Source: an optimization exercise on an open RTL-to-GDS flow (aim: small area). Production flows keep margins and buffers that such runs may drop. The RTL was checked by simulation tests, not by an equivalence proof against the original design. Power and IR drop assume default switching activity.

## config.mk

```make
export PLATFORM = sky130hd
export DESIGN_NAME = sys_ref_core
export DESIGN_NICKNAME = sys_ref_core
export VERILOG_FILES = /design/flow/design.v
export SDC_FILE = /design/flow/constraint.sdc
export NUM_CORES = 4
export LEC_CHECK = 0
export ABC_AREA = 1
export CAP_MARGIN = 20
export CORE_MARGIN = 2
export CORE_UTILIZATION = 40
export PLACE_DENSITY = 0.6
export SLEW_MARGIN = 20
```

## constraint.sdc

```tcl
create_clock -name core_clock -period 30.0 [get_ports {CLK}]
set_input_delay 6.0000 -clock core_clock [delete_from_list [all_inputs] [get_ports {CLK}]]
set_output_delay 6.0000 -clock core_clock [all_outputs]
set_load 0.01 [all_outputs]
```

## design.v

```verilog
module sys_ref_core
(
 input   wire        CLK,
 input   wire        RST,             
 input   wire  [7:0] UART_RX_DATA,
 input   wire        UART_RX_Valid,
 input   wire        FIFO_FULL,
 output  reg   [7:0] FIFO_WR_DATA,
 output  reg         FIFO_WR_INC,
 output  wire  [7:0] UART_Config,
 output  wire  [7:0] Div_Ratio,
 output  wire        CLKDIV_EN
);
localparam [3:0] S_IDLE = 4'd0,
                 S_WA   = 4'd1,
                 S_WD   = 4'd2,
                 S_RA   = 4'd3,
                 S_OA   = 4'd4,
                 S_OB   = 4'd5,
                 S_FN   = 4'd6,
                 S_BUSY = 4'd7,
                 S_R1   = 4'd8,
                 S_R2   = 4'd9,
                 S_RD   = 4'd10;
reg [3:0] st;
reg [3:0] ar;         
reg [2:0] cnt;
reg [7:0] H, L;       
reg [7:0] mem [0:15];
wire v = UART_RX_Valid;
wire [7:0] d = UART_RX_DATA;
wire [7:0] A = mem[0];
wire [7:0] B = mem[1];
assign UART_Config = mem[2];
assign Div_Ratio   = mem[3];
assign CLKDIV_EN   = 1'b1;
integer i;
always @(posedge CLK or negedge RST)
  if (!RST) begin
    for (i = 0; i < 16; i = i + 1)
      mem[i] <= (i == 2) ? 8'h81 : (i == 3) ? 8'h20 : 8'h00;
  end else if (v) begin
    if (st == S_WD) mem[ar] <= d;
    else if (st == S_OA) mem[0] <= d;
    else if (st == S_OB) mem[1] <= d;
  end
always @(posedge CLK)
  if (v) ar <= d[3:0];
wire [3:0] f    = ar;
wire f_mul = (f == 4'd2);
wire f_div = (f == 4'd3);
wire f_inv = (f == 4'd1) | f_div | (f == 4'd10) | (f == 4'd11) | (f == 4'd12);
wire [8:0] X  = f_div ? {H, L[7]} : {1'b0, H};
wire [8:0] Y  = {1'b0, B & {8{~f_mul | L[0]}}};
wire [8:0] S  = X + (Y ^ {9{f_inv}}) + {8'b0, f_inv};
wire       lt = S[8];
wire fn_mul = (d[3:0] == 4'd2);
wire fn_div = (d[3:0] == 4'd3);
always @(posedge CLK)
  if (st == S_FN) begin
    H <= (fn_mul | fn_div) ? 8'h00 : A;
    L <= A;
  end else if (st == S_BUSY) begin
    if (f_mul) begin
      H <= S[8:1];
      L <= {S[0], L[7:1]};
    end else if (f_div) begin
      H <= lt ? X[7:0] : S[7:0];
      L <= {L[6:0], ~lt};
    end
  end
always @(posedge CLK or negedge RST)
  if (!RST) cnt <= 3'd0;
  else if (st == S_BUSY) cnt <= cnt + 3'd1;
wire bz = (B == 8'h00);
wire eq = (A == B);
reg [7:0] lo, hi;
always @(*) begin
  lo = 8'h00;
  hi = 8'h00;
  case (f)
    4'd0:  begin lo = S[7:0]; hi = {7'b0, S[8]}; end
    4'd1:  begin lo = S[7:0]; hi = {8{S[8]}}; end
    4'd2:  begin lo = L; hi = H; end
    4'd3:  begin lo = bz ? 8'h00 : L; end
    4'd4:  lo = A & B;
    4'd5:  lo = A | B;
    4'd6:  begin lo = ~(A & B); hi = 8'hFF; end
    4'd7:  begin lo = ~(A | B); hi = 8'hFF; end
    4'd8:  lo = A ^ B;
    4'd9:  begin lo = ~(A ^ B); hi = 8'hFF; end
    4'd10: lo = {7'b0, eq};
    4'd11: lo = {6'b0, ~lt & ~eq, 1'b0};
    4'd12: lo = {6'b0, lt, lt};
    4'd13: lo = {1'b0, A[7:1]};
    4'd14: begin lo = {A[6:0], 1'b0}; hi = {7'b0, A[7]}; end
    default: ;
  endcase
end
always @(*) begin
  FIFO_WR_INC  = 1'b0;
  FIFO_WR_DATA = lo;
  case (st)
    S_R1: FIFO_WR_INC = ~FIFO_FULL;
    S_R2: begin FIFO_WR_INC = ~FIFO_FULL; FIFO_WR_DATA = hi; end
    S_RD: begin FIFO_WR_INC = ~FIFO_FULL; FIFO_WR_DATA = mem[ar]; end
    default: ;
  endcase
end
always @(posedge CLK or negedge RST)
  if (!RST) st <= S_IDLE;
  else case (st)
    S_IDLE: if (v) begin
              if (d == 8'hAA) st <= S_WA;
              else if (d == 8'hBB) st <= S_RA;
              else if (d == 8'hCC) st <= S_OA;
              else if (d == 8'hDD) st <= S_FN;
            end
    S_WA:   if (v) st <= S_WD;
    S_WD:   if (v) st <= S_IDLE;
    S_RA:   if (v) st <= S_RD;
    S_OA:   if (v) st <= S_OB;
    S_OB:   if (v) st <= S_FN;
    S_FN:   if (v) st <= S_BUSY;
    S_BUSY: if (cnt == 3'd7) st <= S_R1;
    S_R1:   if (!FIFO_FULL) st <= S_R2;
    S_R2:   if (!FIFO_FULL) st <= S_IDLE;
    S_RD:   if (!FIFO_FULL) st <= S_IDLE;
    default: st <= S_IDLE;
  endcase
endmodule
```

## run.sh

```bash
#!/bin/bash
# synth_recipe.tcl (not shown) runs the flow's synth.tcl, then flattens the netlist and writes it again
# the make line also repeats each setting of config.mk as NAME=value (left out here)
make -C /OpenROAD-flow-scripts/flow DESIGN_CONFIG=/design/flow/config.mk WORK_HOME=/design/flow/orfs CLKGATE_MAP_FILE= SYNTH_SCRIPT=/design/flow/synth_recipe.tcl finish
```

==> notes.md <==
## power by group
group | leakage (nW) | total, mW | switching, mW | internal [mW]
registers | 1.79 | 0.370 | 0.0573 | 0.313
logic | 2.72 | 0.413 | 0.259 | 0.154
clock network | 0.287 | 0.215 | 0.0869 | 0.128
total | 4.79 | 0.997 | 0.403 | 0.594
## final cells by class
class,instances,area [um^2]
inverters,152,571
clock buffers,23,478
clock inverters,8,93.8
well taps,280,350
repair buffers,44,422
fillers,2247,11800
flip-flops and latches,155,3980
multi-input cells,847,4230
## state kept, by name, summed over array words and instances, names as in the netlist
signal	count
ar	4
mem	128
L	8
st	4
H	8
cnt	3
## final timing paths
kind	start	end	slack, ps	depth (start not counted)
hold reg to reg	cnt[0]	cnt[0]	480	1
min in group asynchronous	RST	mem[9][6]	5560	1
setup reg to reg	ar[0]	H[0]	26260	18
hold / removal	cnt[0]	cnt[0]	480	1
max in group asynchronous	RST	mem[5][6]	23100	2
setup / recovery	FIFO_FULL	FIFO_WR_INC	16880	3
## layer usage
metal / routed length (um) / up-vias / part of all wire [%] / global-route usage [%]
li1: - / 3978 / - / -
met1: 13400 / 3998 / 46 / 37.3
met2: 13000 / 313 / 45 / 38.3
met3: 2230 / 38 / 7.6 / 4.79
met4: 563 / 0 / 1.9 / 6.42
met5: 0 / - / 0 / 0
## metrics by stage
stage          setup WS [ps]  hold slack (ps)  cells
6_report               16880              477   1509
5_1_grt                16830              494   1509
4_1_cts                16870              482   1509
3_5_place_dp           16880              467   1478
3_3_place_gp           16880              461   1478
2_1_floorplan          17800              446   1198
## worst register-to-register path, stage by stage (launching register included)
cell and delay, ps:
edfxtp_1 500, nand2_1 250, inv_2 60, nand2_2 400, nand2_1 160, nand2_1 140
nand2_1 80, and2_4 150, fa_1 470, nand3_1 100, nand3_1 130, a21oi_1 280
inv_1 90, nand2_1 110, nand2_2 140, nand2_1 90, nand3_1 110, nand3_1 100
o21ai_0 110
## kinds of logic (layout without fill, tap and decap cells)
family / Yosys count / count (layout) / synth area share [%]
fa+ha+maj: 27 / 27 / 3.85
buf+inv: 196 / 227 / 8.48
xor+xnor: 12 / 12 / 1.17
simple gates: 512 / 512 / 23.6
flops: 155 / 155 / 44.4
other cells: 1 / 1 / 0.0419
compound gates: 295 / 295 / 18.4
## cell usage in the layout (no fill, tap or decap), types with 9 or more instances in the layout
master	netlist	layout
o21ai_0	178	178
clkdlybuf4s50_1	0	35
inv_1	145	145
nor2_1	77	74
nand4_1	9	9
ha_1	26	26
nand3_1	50	50
a21oi_1	35	35
nand2_1	338	338
nor3_1	15	15
xor2_1	12	12
a211oi_1	13	13
edfxtp_1	20	20
clkbuf_16	0	17
o21ai_1	9	9
o22ai_1	26	26
dfrtp_1	132	132
==> impl_metrics.tcl <==
set metrics [dict create \
    startpoint_type "input pin" \
    yosysWarnings 2 \
    crit_top_cell "clkdlybuf4s50_1" \
    skew_ps 11.5 \
    path_cells "clkdlybuf4s50_1 -> a21oi_1 -> clkdlybuf4s50_1" \
    slew-limit-headroom_pct 30.6 \
    ys_types 46 \
    finalInstanceArea_mm2 0.0101 \
    vias 8327 \
    first_pass_iters 5 \
    post-route-min-period_ps 13120 \
    maxClockFrequency_mhz 76.2 \
    die_area_mm2 0.0236 \
    finalHoldViolations 0 \
    ctsHoldBuffers 0 \
    cellLeakagePower_nw 4.79 \
    finalMaxSlewViolations 0 \
    start_util_pct 40.9 \
    path_clk_slew_ps 60 \
    finalPower_mw 0.997 \
    max_stage_delay_ps 560 \
    syn2layout_area_growth_pct 13.0 \
    fin_util_pct 46.3 \
    synth_top_area_share_pct 36.9 \
    setup_violations 0 \
    worstMarginPinSlew_ps 1040 \
    fp.dieH_um 154 \
    placed_cell_area_mm2 0.00955 \
    crit_slowest_cell "clkdlybuf4s50_1" \
    wl_mm 29.2 \
    dieWidth_um 154 \
    drc 0 \
    port_buffers 36 \
    post_cts_buffers 0 \
    drt_iter0_drc 811 \
    seq_area_frac_synth_pct 44.4 \
    path_delay_family "buffers and inverters" \
    max-cap-violations 0 \
    synth_nets 1237 \
    synth_largest_area_cell "dfrtp_1" \
    ys_top_cells_by_area "dfrtp_1 (37%), nand2_1 (14%), o21ai_0 (9.9%)" \
    viasPerCell 5.52 \
    cts-root-buf "clkbuf_16" \
    cts_max_path_buffers 2 \
    holdCritPathClass "flop to flop" \
    grt_max_degree 72 \
    rows 54 \
    cp.buffers_inverters 2 \
    nets 1256 \
    antenna_found_initial 0 \
    synth_most_common_cell "nand2_1" \
    num_antenna_cells 0 \
    drive_gt1_share_pct 5.53 \
    ys_top_cells_by_count "nand2_1 (338), o21ai_0 (178), inv_1 (145)" \
    cts_resized 0 \
    final_antenna_net_count 0 \
    htreeDepth 4 \
    async_reset_ff_share_pct 87.1 \
    routedWlPerCell_um 19.4 \
    cp_max_fo 2 \
    io-pin-count 38 \
    place_congestion 0.896 \
    syn_area_mm2 0.00896 \
    period_share_pct 43.7 \
    avgSynthCellArea_um2 7.48 \
    cts_buffers 17 \
    clock_latency_ps 430 \
    worstSetupPathType "input pin to primary output" \
    grt_usage_pct 25.3 \
    syn-instance-count 1198 \
    dp_hpwl_mm 20.7 \
    clkSinkCount 155 \
    setup_tns_ps 0 \
    coreArea_mm2 0.0219 \
    ys.flop_type "dfrtp_1" \
    grt_pass1_vias 7914 \
    power_density_mw_per_mm2 98.5 \
    cts_tree "done" \
    endpoint_kind "primary output" \
    peakVddDrop_mv 0.0374 \
    grt_pass1_wl_mm 46.3 \
    rsz0062_at_grt "false" \
    status "complete, no violations" \
    ys_ff_latch 155 \
    overflow 0 \
    arrival_ps 7120 \
    required_ps 24000 \
    synth_edf_count 20 \
]

-- afterwards: timing with drivers on the ports --
The flow's constraints put no driver on any port. The routed layout listed below was extracted and timed again, unchanged, in two steps. Step 1 sets driving cells, clkbuf_16 on the clock port and buf_2 on the other inputs (assumed; they add their load-dependent delay and slew). Step 2 also shifts input and output timing later by t, the mid clock arrival at the registers, as if the neighbouring blocks saw the same clock. Three values: ideal, step 1, step 2; two values: the first two.
shift t [ns]: 0.470
slack for setup (ns): 16.882 / 16.861 / 16.861
clock arrival spread, ns: 0.013 / 0.013
slew at the worst register clock pin (ns): 0.07 / 0.07
After both steps setup and hold are still met in this run. The setup slack of this run moves by -0.021 ns with the drivers and by -0.021 ns with both steps.
